What follows belongs to an exercise in optimizing a design on an open flow for small area; a production flow would make more cautious choices.
The RTL was checked by simulation tests, not by an equivalence proof against the original design.
The flow treats the clock pin as an ideal source. Dropping or thinning the clock tree relies on that and would not hold on a real chip.
No activity file was given, so power comes from the tool's default toggle rates.

// odd_detector
module odd_detector(
    input wire clk,
    input wire reset,
    input wire [7:0] integers,
    input wire [7:0] N,
    input wire latch_in,
    output wire [7:0] out_value,
    output wire ready
    );
    wire sync_latch_in;
    wire [7:0] sync_integers;
    wire [7:0] sync_N;
    synchronizer #(.WIDTH(17)) in_sync(
        .clk(clk),
        .asynclk({latch_in, N, integers}),
        .syn_clk({sync_latch_in, sync_N, sync_integers}));
    reg latch_d_reg;         
    reg [7:0] left_reg;      
    reg [7:0] xor_reg;       
    wire latch_edge = sync_latch_in & ~latch_d_reg;
    wire idle = (left_reg == 8'd0);
    wire first = idle & latch_edge;      
    wire [7:0] left_cur = left_reg | (sync_N & {8{first}});
    wire [7:0] left_next = left_cur - {7'd0, latch_edge};
    wire [7:0] xor_next = (xor_reg & ~{8{first}}) ^ (sync_integers & {8{latch_edge}});
    assign out_value = xor_next;
    assign ready = latch_edge & (left_cur == 8'd1);
    always @(posedge clk) begin
        latch_d_reg <= sync_latch_in;
        xor_reg <= xor_next;
    end
    always @(posedge clk) begin
        if (reset)
  ...
export LEC_CHECK = 0
export CAP_MARGIN = 20
export CORE_MARGIN = 2
export CORE_UTILIZATION = 30
export PLACE_DENSITY = 0.8
export SLEW_MARGIN = 40
create_clock -name core_clock -period 10.0 [get_ports {clk}]
standard.sh (not shown) runs the stock make flow with config.mk's settings and CLKGATE_MAP_FILE= SYNTH_SCRIPT=/design/flow/synth_recipe.tcl, a recipe that flattens the netlist after the stock synthesis.
==> flow/flow/run.sh <==
#!/bin/bash
# The standard layout (standard.sh) with these changes:
# - synthesis: ABC maps the logic with the area script in area.abc, and Yosys
#   does not extract half/full adders first (ADDER_MAP_FILE empty); the
#   flip-flops are mapped before either step, so they keep the standard
#   synthesis's cells and names;
# - every port gets the smallest buffer, sky130_fd_sc_hd__buf_1;
set -euo pipefail
work=$PWD
flow=$work/flow
export AREA_ABC_SCRIPT=$flow/area.abc
export FLOW_SYNTH_TCL=$work/synth_recipe.tcl
export BUFFER_PORTS_ARGS="-buffer_cell sky130_fd_sc_hd__buf_1"
export CLOCK_TREE_TCL=$flow/clock_tree.tcl
export POST_GLOBAL_PLACE_TCL=$flow/post_gpl.tcl
export PRE_CTS_TCL=$flow/pre_cts.tcl
export CLOCK_PORT_NAME=clk
export CLOCK_BUFFER_CELL=sky130_fd_sc_hd__buf_4
export CLOCK_BUFFER_BIG_CELL=sky130_fd_sc_hd__buf_6
export CLOCK_SLEW_TARGET_NS=0.118
sed -e "s#SYNTH_SCRIPT=[^ ]*#SYNTH_SCRIPT=$flow/synth.tcl ADDER_MAP_FILE=#" standard.sh > run_standard.sh
grep -q "SYNTH_SCRIPT=$flow/synth.tcl ADDER_MAP_FILE=" run_standard.sh
bash run_standard.sh > standard.log 2>&1
==> flow/flow/area.abc <==
strash
&get -n
&st
&dch -f
&nf -R 1000
&put
==> flow/flow/clock_tree.tcl <==

proc clock_tree_build {} {
  set block [ord::get_db_block]
  set clk_net [$block findNet $::env(CLOCK_PORT_NAME)]
  set master [[ord::get_db] findMaster $::env(CLOCK_BUFFER_CELL)]

  set sinks {}
  foreach iterm [$clk_net getITerms] {
    set loc [[$iterm getInst] getLocation]
    lappend sinks [list [lindex $loc 0] [lindex $loc 1] $iterm]
  }

  set groups {}
  foreach half [clock_tree_halves $sinks 0] {
    foreach quarter [clock_tree_halves $half 1] { lappend groups $quarter }
  }

  set k 0
  foreach group $groups {
    set buf [odb::dbInst_create $block $master clkbuf_leaf_$k]
    set net [odb::dbNet_create $block clknet_leaf_$k]
    $net setSigType CLOCK
    set sx 0
    set sy 0
    foreach sink $group {
      set sx [expr {$sx + [lindex $sink 0]}]
      set sy [expr {$sy + [lindex $sink 1]}]
      set iterm [lindex $sink 2]
      $iterm disconnect
      $iterm connect $net
    }
    [$buf findITerm A] connect $clk_net
    [$buf findITerm X] connect $net
    set n [llength $group]
    $buf setLocation [expr {$sx / $n}] [expr {$sy / $n}]
    $buf setPlacementStatus PLACED
    puts "clock tree: $::env(CLOCK_BUFFER_CELL) clkbuf_leaf_$k drives $n clock pins"
    incr k
  }
}

proc clock_tree_halves { items key } {
  set items [lsort -integer -index $key $items]
  set mid [expr {([llength $items] + 1) / 2}]
  return [list [lrange $items 0 [expr {$mid - 1}]] [lrange $items $mid end]]
}

proc clock_tree_size {} {
  set block [ord::get_db_block]
  set_propagated_clock [all_clocks]
  foreach iterm [[$block findNet $::env(CLOCK_PORT_NAME)] getITerms] {
    set inst [$iterm getInst]
    set pin [get_pins [$inst getName]/X]
    estimate_parasitics -placement
    set slew [get_property $pin slew_max_rise]
    puts "clock tree estimate: [$inst getName] [[$inst getMaster] getName] slew $slew"
    if { $slew > $::env(CLOCK_SLEW_TARGET_NS) } {
      $inst swapMaster [[ord::get_db] findMaster $::env(CLOCK_BUFFER_BIG_CELL)]
      estimate_parasitics -placement
      puts "clock tree estimate: [$inst getName] [[$inst getMaster] getName] slew [get_property $pin slew_max_rise]"
    }
  }
  unset_propagated_clock [all_clocks]
}

if { $::env(CLOCK_TREE_STEP) eq "build" } {
  clock_tree_build
  estimate_parasitics -placement
  do_placement $::global_placement_args
  estimate_parasitics -placement
} else {
  clock_tree_size
  proc clock_tree_synthesis { args } {
    puts "clock_tree_synthesis skipped: the clock tree is already built"
  }
}
Other scripts of this flow, unchanged in this note and not shown: flow/flow/post_gpl.tcl, flow/flow/pre_cts.tcl, flow/flow/synth.tcl
The baseline completed without violations.
Next try:
--- a/flow/config.mk
+++ b/flow/config.mk
@@ -10,3 +10,2 @@
 export CORE_UTILIZATION = 30
-export PLACE_DENSITY = 0.8
 export SLEW_MARGIN = 40
After rerunning: Routed wire length is lower by a few percent. Clock skew stays flat. Core utilization is unchanged. Clock power went down slightly.
Next try:
--- a/flow/flow/run.sh
+++ b/flow/flow/run.sh
@@ -17,2 +17,3 @@
 export CLOCK_PORT_NAME=clk
+export IO_CONSTRAINTS=$flow/io.tcl
 export CLOCK_BUFFER_CELL=sky130_fd_sc_hd__buf_4
==> flow/flow/area.abc (replaced) <==
strash
&get -n
&st
&dc2
&dc2
&dch -f
&nf -R 1000
&put
strash
&get -n
&st
&dc2
&dc2
&dch -f
&nf -R 1000
&put
--- a/flow/flow/clock_tree.tcl
+++ b/flow/flow/clock_tree.tcl
@@ -12,5 +12,17 @@
 
+  # split by x then y, or by y then x: whichever gives the groups the
+  # smaller total bounding box half-perimeter
   set groups {}
-  foreach half [clock_tree_halves $sinks 0] {
-    foreach quarter [clock_tree_halves $half 1] { lappend groups $quarter }
+  set best_hpwl -1
+  foreach {first second} {0 1 1 0} {
+    set candidate {}
+    foreach half [clock_tree_halves $sinks $first] {
+      foreach quarter [clock_tree_halves $half $second] { lappend candidate $quarter }
+    }
+    set hpwl 0
+    foreach group $candidate { set hpwl [expr {$hpwl + [clock_tree_hpwl $group]}] }
+    if { $best_hpwl < 0 || $hpwl < $best_hpwl } {
+      set best_hpwl $hpwl
+      set groups $candidate
+    }
   }
@@ -47,2 +59,8 @@
 
+proc clock_tree_hpwl { group } {
+  set xs [lsort -integer [lmap sink $group { lindex $sink 0 }]]
+  set ys [lsort -integer [lmap sink $group { lindex $sink 1 }]]
+  return [expr {[lindex $xs end] - [lindex $xs 0] + [lindex $ys end] - [lindex $ys 0]}]
+}
+
 proc clock_tree_size {} {
==> flow/flow/io.tcl (new file) <==
# Keep every port together on the middle of one edge, so that the logic, and
# with it the flip-flops each clock buffer drives, is placed close together.
set io_pins {}
foreach port [concat [all_inputs] [all_outputs]] { lappend io_pins [get_name $port] }
set_io_pin_constraint -region bottom:30-45 -pin_names $io_pins
--- a/flow/config.mk
+++ b/flow/config.mk
@@ -10,2 +10,3 @@
 export CORE_UTILIZATION = 30
+export PLACE_DENSITY = 0.9
 export SLEW_MARGIN = 40
- Now the flow stopped in I/O pin placement, error PPL-0111
- area after synthesis falls slightly
- synthesized cell count falls slightly
The clock cells of the first and second runs of this note come from the design's own scripts or RTL, not from TritonCTS.

-- port drivers added, routing unchanged --
In the flow no input, the clock included, has a driving cell. The finished layouts below were timed again as built, in two steps. Step 1 sets driving cells, clkbuf_16 on the clock port and buf_2 on the other inputs (assumed; they add their load-dependent delay and slew). Step 2 adds t to the input delays and takes it off the output delays; t is the mean of the earliest and latest rising clock arrival at the registers after step 1. Input paths then give back, and output paths get back, about the clock's delay inside the block. a / b / c = no drivers / after step 1 / after step 2; a / b = the first two.
run	shift t [ns]	setup slack, ns	hold slack, ns
the first run	0.179	5.946 / 5.909 / 6.088	0.335 / 0.335 / 0.335
the second run	0.174	5.988 / 5.954 / 6.129	0.337 / 0.337 / 0.337
After both steps every run listed still meets setup and hold.
